This design comes from an exercise in tuning for a short achievable clock period and few clock cycles on the open sky130 flow, not from production work.
In this exercise RTL edits were held to simulation tests only and were not proved equivalent to the original.
Power is estimated from default activity; no workload was simulated.

==> flow/design.v <==
module cpu(clk,reset,in,out,N,V,Z,w,mem_addr,mem_cmd,halt);
  input clk, reset;
  input [15:0] in;
  output [15:0] out;
  output N, V, Z, w;
  output [8:0] mem_addr;
  output [1:0] mem_cmd;
  output halt;
  reg [15:0] rf [0:7];
  reg fN, fV, fZ, fLT;      
  reg [8:0] ma;             
  reg mst;                  
  reg pk_f;                 
  reg pk_ld;                
  reg [2:0] p_rd;           
  reg [15:0] sd;            
  reg [8:0] nf;             
  reg hold;                 
  reg hp;                   
  reg halt_r;
  reg i_f;                  
  reg [8:0] i_pc;           
  reg i_ld;                 
  reg i_kill;               
  reg [2:0] i_rd;
  reg x_v;
  reg [15:0] x_a, x_b, x_c;   
  reg [2:0] x_ra, x_rb, x_rc;
  reg x_pa, x_pb, x_pc;     
  reg [1:0] x_sh;
  reg x_inv;
  reg x_cin, x_and, x_pass;
  reg x_cmp;
  reg x_wr;
  reg [2:0] x_rd;
  reg x_slow, x_st;
  reg [2:0] x_ldrd;
  reg x_jx;                 
  wire [15:0] sum;
  ksadd #(16, 4) alu_add(.a(x_a), .b(x_b), .cin(x_cin), .s(sum));
  wire [15:0] x_res = x_and ? (x_a & x_b) : x_pass ? x_b : sum;
  wire x_stall = x_v & (x_pa | x_pb | x_pc);
  wire x_ex = x_v & ~x_stall;
  wire xw = x_ex & x_wr;
  wire xs = x_ex & x_slow;
  wire xj = x_ex & x_jx;
  wire xl = xs & ~x_st;
  wire c_N = sum[15];
  wire c_Z = &(x_a ^ x_b);
  wire c_V = ~(x_a[15] ^ x_b[15]) & (x_a[15] ^ sum[15]);
  wire c_LT = c_N ^ c_V;
  wire new_fl = x_ex & x_cmp;
  assign mem_addr = ma;
  assign mem_cmd = mst ? 2'b10 : 2'b01;
  assign out = sd;
  assign halt = halt_r;
  assign w = halt_r;
  assign N = fN;
  assign V = fV;
  assign Z = fZ;
  wire dv = i_f & ~hp;
  wire [4:0] op = in[15:11];
  wire d_movi = op == 5'b11010;
  wire d_mov  = op == 5'b11000;
  wire d_add  = op == 5'b10100;
  wire d_cmp  = op == 5'b10101;
  wire d_and  = op == 5'b10110;
  wire d_mvn  = op == 5'b10111;
  wire d_ldr  = op == 5'b01100;
  wire d_str  = op == 5'b10000;
  wire d_b    = op == 5'b00100;
  wire d_bl   = op == 5'b01011;
  wire d_bx   = op == 5'b01000;
  wire d_blx  = op == 5'b01010;
  wire d_halt = in[15:13] == 3'b111;
  wire d_mem  = d_ldr | d_str;
  wire d_breg = d_mov | d_add | d_cmp | d_and | d_mvn;
  wire d_jreg = d_bx | d_blx;
  wire [2:0] rn = in[10:8];
  wire [2:0] rd = in[7:5];
  wire [2:0] rm = in[2:0];
  wire [15:0] sx5 = {{11{in[4]}}, in[4:0]};
  wire [15:0] sx8 = {{8{in[7]}}, in[7:0]};
  wire [8:0] pc1;
  ksadd #(9, 4) pc_inc(.a(i_pc), .b(9'd0), .cin(1'b1), .s(pc1));
  wire [15:0] link = {8'd0, pc1[7:0]};
  wire blx_same = d_blx & (rn == rd);
  wire fw_n = xw & (x_rd == rn);
  wire fw_m = xw & (x_rd == rm);
  wire fw_d = xw & (x_rd == rd);
  wire [15:0] rd_n = fw_n ? x_res : rf[rn];
  wire [15:0] rd_d = fw_d ? x_res : rf[rd];
  wire pn_n = ~fw_n & ((pk_ld & (p_rd == rn)) | (xl & (x_ldrd == rn)));
  wire pn_m = ~fw_m & ((pk_ld & (p_rd == rm)) | (xl & (x_ldrd == rm)));
  wire pn_d = ~fw_d & ((pk_ld & (p_rd == rd)) | (xl & (x_ldrd == rd)));
  wire [1:0] sh = in[4:3];
  wire inv = d_cmp | d_mvn;
  reg [15:0] bsh, fsh;      
  always @* begin
    case (sh)
      2'b00: begin bsh = rf[rm]; fsh = x_res; end
      2'b01: begin bsh = {rf[rm][14:0], 1'b0}; fsh = {x_res[14:0], 1'b0}; end
      2'b10: begin bsh = {1'b0, rf[rm][15:1]}; fsh = {1'b0, x_res[15:1]}; end
      default: begin bsh = {rf[rm][15], rf[rm][15:1]}; fsh = {x_res[15], x_res[15:1]}; end
    endcase
  end
  wire [15:0] b_rf = d_breg ? (inv ? ~bsh : bsh) : d_movi ? sx8 : (d_bl | d_blx) ? link : sx5;
  wire [15:0] b_fw = inv ? ~fsh : fsh;
  reg [15:0] ish;           
  always @* begin
    case (x_sh)
      2'b00: ish = in;
      2'b01: ish = {in[14:0], 1'b0};
      2'b10: ish = {1'b0, in[15:1]};
      default: ish = {in[15], in[15:1]};
    endcase
  end
  wire d_slow = fw_n | pn_n | (d_str & pn_d) | xs;
  wire [8:0] da_k [0:7];
  genvar dk;
  generate
    for (dk = 0; dk < 8; dk = dk + 1) begin : dak
      wire [5:0] lo;
      ksadd #(6, 3) lo_add(.a({1'b0, rf[dk][4:0]}), .b({1'b0, in[4:0]}), .cin(1'b0), .s(lo));
      wire [3:0] hp, hm;
      ksadd #(4, 2) h_inc(.a(rf[dk][8:5]), .b(4'd0), .cin(1'b1), .s(hp));
      ksadd #(4, 2) h_dec(.a(rf[dk][8:5]), .b(4'b1111), .cin(1'b0), .s(hm));
      wire [3:0] hi = in[4] ? (lo[5] ? rf[dk][8:5] : hm) : (lo[5] ? hp : rf[dk][8:5]);
      assign da_k[dk] = {hi, lo[4:0]};
    end
  endgenerate
  wire [8:0] d_da = da_k[rn];
  wire d_memfast = dv & d_mem & ~d_slow;
  wire d_memslow = dv & d_mem & d_slow;
  wire c_al = rn == 3'b000;
  wire c_eq = rn == 3'b001;
  wire c_ne = rn == 3'b010;
  wire c_lt = rn == 3'b011;
  wire c_le = rn == 3'b100;
  wire ok_old = c_al | (c_eq & fZ) | (c_ne & ~fZ) | (c_lt & fLT) | (c_le & (fZ | fLT));
  wire ok_new = c_al | (c_eq & c_Z) | (c_ne & ~c_Z) | (c_lt & c_LT) | (c_le & (c_Z | c_LT));
  wire cond_ok = new_fl ? ok_new : ok_old;
  wire jwait = d_jreg & ~blx_same & ((fw_d & ~x_pass) | pn_d);
  wire d_tk = dv & ((d_b & cond_ok) | d_bl | (d_jreg & ~jwait));
  wire d_jw = dv & jwait;
  wire [8:0] bt;
  ksadd #(9, 4) bt_add(.a(pc1), .b(sx8[8:0]), .cin(1'b0), .s(bt));
  wire [8:0] jt = blx_same ? {1'b0, pc1[7:0]} : fw_d ? x_b[8:0] : rf[rd][8:0];
  wire [8:0] tgt = d_jreg ? jt : bt;
  wire [8:0] ma1;
  ksadd #(9, 4) ma_inc(.a(ma), .b(9'd0), .cin(1'b1), .s(ma1));
  wire [8:0] nf_seq = pk_f ? ma1 : nf;
  wire [8:0] nf_n = xj ? x_c[8:0] : d_tk ? tgt : nf_seq;
  wire [8:0] ma_base = xs ? x_res[8:0] : xj ? x_c[8:0] : nf_seq;
  wire hold_n = d_memslow | d_jw | (hold & ~(xs | xj));
  wire hp_n = hp | (dv & d_halt);
  always @(posedge clk) begin
    if (xw) rf[x_rd] <= x_res;
    if (i_ld & ~i_kill & ~(xw & (x_rd == i_rd))) rf[i_rd] <= in;
    if (new_fl) begin
      fN <= c_N;
      fZ <= c_Z;
      fV <= c_V;
      fLT <= c_LT;
    end
    i_pc <= ma;
    i_rd <= p_rd;
    i_kill <= xw & (x_rd == p_rd);
    nf <= nf_n;
    if (d_memfast) ma <= d_da;
    else if (d_tk & ~xs) ma <= tgt;
    else ma <= ma_base;
    if (xs) begin
      p_rd <= x_ldrd;
      sd <= x_c;
    end else begin
      p_rd <= rd;
      sd <= rd_d;
    end
    if (x_stall) begin
      if (x_pa & i_ld & ~i_kill & (i_rd == x_ra) & ~(pk_ld & (p_rd == x_ra))) begin x_a <= in; x_pa <= 1'b0; end
      if (x_pb & i_ld & ~i_kill & (i_rd == x_rb) & ~(pk_ld & (p_rd == x_rb))) begin x_b <= x_inv ? ~ish : ish; x_pb <= 1'b0; end
      if (x_pc & i_ld & ~i_kill & (i_rd == x_rc) & ~(pk_ld & (p_rd == x_rc))) begin x_c <= in; x_pc <= 1'b0; end
    end else begin
      x_a <= rd_n;
      x_b <= (fw_m & d_breg) ? b_fw : b_rf;
      x_c <= rd_d;
      x_ra <= rn;
      x_rb <= rm;
      x_rc <= rd;
      x_pa <= pn_n & (d_add | d_cmp | d_and | d_mem);
      x_pb <= pn_m & d_breg;
      x_pc <= pn_d & (d_str | (d_jreg & ~blx_same));
      x_sh <= sh;
      x_inv <= inv;
      x_cin <= d_cmp;
      x_and <= d_and;
      x_pass <= d_movi | d_mov | d_mvn | d_bl | d_blx;
      x_cmp <= d_cmp;
      x_wr <= d_movi | d_mov | d_add | d_and | d_mvn | d_bl | d_blx;
      x_rd <= (d_movi | d_bl | d_blx) ? rn : rd;
      x_slow <= d_mem & d_slow;
      x_st <= d_str;
      x_ldrd <= rd;
      x_jx <= jwait;
    end
    if (reset) begin
      mst <= 1'b0;
      pk_ld <= 1'b0;
      pk_f <= 1'b1;
      ma <= 9'd0;
      nf <= 9'd0;
      hold <= 1'b0;
      hp <= 1'b0;
      halt_r <= 1'b0;
      i_f <= 1'b0;
      i_ld <= 1'b0;
      x_v <= 1'b0;
    end else begin
      i_f <= pk_f & ~(d_tk | d_jw);
      i_ld <= pk_ld;
      hold <= hold_n;
      hp <= hp_n;
      halt_r <= halt_r | (hp_n & ~xs);
      if (xs) begin
        mst <= x_st;
        pk_ld <= ~x_st;
        pk_f <= 1'b0;
      end else if (d_memfast) begin
        mst <= d_str;
        pk_ld <= d_ldr;
        pk_f <= 1'b0;
      end else begin
        mst <= 1'b0;
        pk_ld <= 1'b0;
        pk_f <= ~(hold_n | hp_n);
      end
      if (!x_stall) x_v <= dv & ~d_halt;
    end
  end
endmodule
module ksadd #(parameter W = 16, parameter L = 4) (a, b, cin, s);
  input [W-1:0] a, b;
  input cin;
  output [W-1:0] s;
  wire [W-1:0] p = a ^ b;
  wire [(L+1)*W-1:0] G, P;
  assign G[W-1:0] = a & b;
  assign P[W-1:0] = p;
  genvar l, i;
  generate
    for (l = 0; l < L; l = l + 1) begin : lev
      for (i = 0; i < W; i = i + 1) begin : bt
        if (i >= (1 << l)) begin : comb
          assign G[(l+1)*W+i] = G[l*W+i] | (P[l*W+i] & G[l*W+i-(1<<l)]);
          assign P[(l+1)*W+i] = P[l*W+i] & P[l*W+i-(1<<l)];
        end else begin : pass
          assign G[(l+1)*W+i] = G[l*W+i];
          assign P[(l+1)*W+i] = P[l*W+i];
        end
      end
    end
  endgenerate
  wire [W-1:0] c;
  assign c[0] = cin;
  generate
    for (i = 1; i < W; i = i + 1) begin : carry
      assign c[i] = G[L*W+i-1] | (P[L*W+i-1] & cin);
    end
  endgenerate
  assign s = p ^ c;
endmodule
make LEC_CHECK=0 ABC_CLOCK_PERIOD_IN_PS=2500 CAP_MARGIN=20 CORE_MARGIN=2 CORE_UTILIZATION=55 SETUP_SLACK_MARGIN=5 SLEW_MARGIN=20 TNS_END_PERCENT=100 finish   # period 8.0 ns
run.sh (not shown) runs the stock make flow with config.mk's settings and CLKGATE_MAP_FILE= SYNTH_SCRIPT=/design/flow/synth_recipe.tcl, a recipe that flattens the netlist after the stock synthesis.
Testbench counts at the start, summed over its fixed seeds: cycles 27,218.
Rerun with:
--- a/flow/design.v
+++ b/flow/design.v
@@ -140,14 +140,18 @@
   wire ok_old = c_al | (c_eq & fZ) | (c_ne & ~fZ) | (c_lt & fLT) | (c_le & (fZ | fLT));
   wire ok_new = c_al | (c_eq & c_Z) | (c_ne & ~c_Z) | (c_lt & c_LT) | (c_le & (c_Z | c_LT));
   wire cond_ok = new_fl ? ok_new : ok_old;
   wire jwait = d_jreg & ~blx_same & ((fw_d & ~x_pass) | pn_d);
   wire d_tk = dv & ((d_b & cond_ok) | d_bl | (d_jreg & ~jwait));
   wire d_jw = dv & jwait;
-  wire [8:0] bt;
-  ksadd #(9, 4) bt_add(.a(pc1), .b(sx8[8:0]), .cin(1'b0), .s(bt));
+  wire [4:0] bt_lo;
+  ksadd #(5, 3) bt_lo_add(.a({1'b0, pc1[3:0]}), .b({1'b0, in[3:0]}), .cin(1'b0), .s(bt_lo));
+  wire [4:0] bt_h0, bt_h1;
+  ksadd #(5, 3) bt_h0_add(.a(pc1[8:4]), .b({in[7], in[7:4]}), .cin(1'b0), .s(bt_h0));
+  ksadd #(5, 3) bt_h1_add(.a(pc1[8:4]), .b({in[7], in[7:4]}), .cin(1'b1), .s(bt_h1));
+  wire [8:0] bt = {bt_lo[4] ? bt_h1 : bt_h0, bt_lo[3:0]};
   wire [8:0] jt = blx_same ? {1'b0, pc1[7:0]} : fw_d ? x_b[8:0] : rf[rd][8:0];
   wire [8:0] tgt = d_jreg ? jt : bt;
   wire [8:0] ma1;
   ksadd #(9, 4) ma_inc(.a(ma), .b(9'd0), .cin(1'b1), .s(ma1));
   wire [8:0] nf_seq = pk_f ? ma1 : nf;
   wire [8:0] nf_n = xj ? x_c[8:0] : d_tk ? tgt : nf_seq;
Total power fell by 4.4%. Utilization fell by 1.1 points. Synthesized cell count fell by 2.1%. Critical path depth is unchanged. Setup slack barely changes. Register-to-register slack got worse by 0.09 ns. Maximum frequency hardly moves. Final cell count fell by 2.1%. Flip-flop and latch count stays the same. Clock skew fell by 0.028 ns.
Testbench counts after the change, summed over its fixed seeds: cycles 27,218.

---

cpu, a different RTL version from the one above (not shown whole).
Size in the first run: about 1900 cells after synthesis, roughly 260 flip-flops, ~19000 sq um of cells after synthesis.
clock: 8.0 ns
lec_check: 0
abc_clock_period_in_ps: 2500
cap_margin: 20
core_margin: 2
core_utilization: 55
setup_slack_margin: 5
slew_margin: 20
tns_end_percent: 100
Testbench counts at the start, summed over its fixed seeds: cycles 27,218.
Next try:
--- a/flow/design.v
+++ b/flow/design.v
@@ -167,19 +167,19 @@
     if (xs) begin
       p_rd <= x_ldrd;
       sd <= x_c;
     end else begin
       p_rd <= rd;
       sd <= rd_d;
     end
     if (x_stall) begin
-      if (x_pa & i_ld & ~i_kill & (i_rd == x_ra)) begin x_a <= in; x_pa <= 1'b0; end
-      if (x_pb & i_ld & ~i_kill & (i_rd == x_rb)) begin x_b <= x_inv ? ~ish : ish; x_pb <= 1'b0; end
-      if (x_pc & i_ld & ~i_kill & (i_rd == x_rc)) begin x_c <= in; x_pc <= 1'b0; end
+      if (x_pa & i_ld & ~i_kill & (i_rd == x_ra) & ~(pk_ld & (p_rd == x_ra))) begin x_a <= in; x_pa <= 1'b0; end
+      if (x_pb & i_ld & ~i_kill & (i_rd == x_rb) & ~(pk_ld & (p_rd == x_rb))) begin x_b <= x_inv ? ~ish : ish; x_pb <= 1'b0; end
+      if (x_pc & i_ld & ~i_kill & (i_rd == x_rc) & ~(pk_ld & (p_rd == x_rc))) begin x_c <= in; x_pc <= 1'b0; end
     end else begin
       x_a <= rd_n;
       x_b <= (fw_m & d_breg) ? b_fw : b_rf;
       x_c <= rd_d;
       x_ra <= rn;
       x_rb <= rm;
       x_rc <= rd;
       x_pa <= pn_n & (d_add | d_cmp | d_and | d_mem);
Design area grows by a few percent.
Power grows slightly.
Clock power shrinks by a little under a tenth.
Routed wire length grows by a few percent.
Maximum frequency shrinks slightly.
Area after synthesis grows by a few percent.
Die area grows by a few percent.
Sequential power barely changes.
Worst setup slack loses 43 ps.
Count of clock-buffer cells in the layout shrinks by 4.
Testbench counts after the change, summed over its fixed seeds: cycles 27,218.

-- separate check: timing with driven ports --
In the flow no input, the clock included, has a driving cell. The finished layouts below were timed again as built, in two steps.
Step 1 sets driving cells, clkbuf_16 on the clock port and buf_2 on the other inputs (assumed; they add their load-dependent delay and slew).
Step 2 moves the port delays by t, midway between the first and last clock arrival at a register: inputs arrive t later, outputs are due t later. That takes back most of the time a late clock gives input paths.
Three values: ideal ports, drivers, drivers and shift; two values: the first two.
run | shift t [ns] | slack for setup (ns) | worst hold slack (ns) | slew at the worst register clock pin (ns) | cell pins on the clock port's net
the first run of note 1 | 0.627 | 4.411 / 4.331 / 3.704 | 0.412 / 0.412 / 0.412 | 0.07 / 0.07 | 1
the second run of note 1 | 0.653 | 4.413 / 4.299 / 3.645 | 0.402 / 0.402 / 0.402 | 0.07 / 0.07 | 1
the first run of note 2 | 0.645 | 4.468 / 4.279 / 3.633 | 0.396 / 0.396 / 0.396 | 0.07 / 0.07 | 1
the second run of note 2 | 0.657 | 4.425 / 4.357 / 3.700 | 0.380 / 0.380 / 0.380 | 0.07 / 0.07 | 1
After both steps every run listed still meets setup and hold. The setup slack of the first run of note 2, which loses most, moves by -0.189 ns with the drivers and by -0.835 ns with both steps.
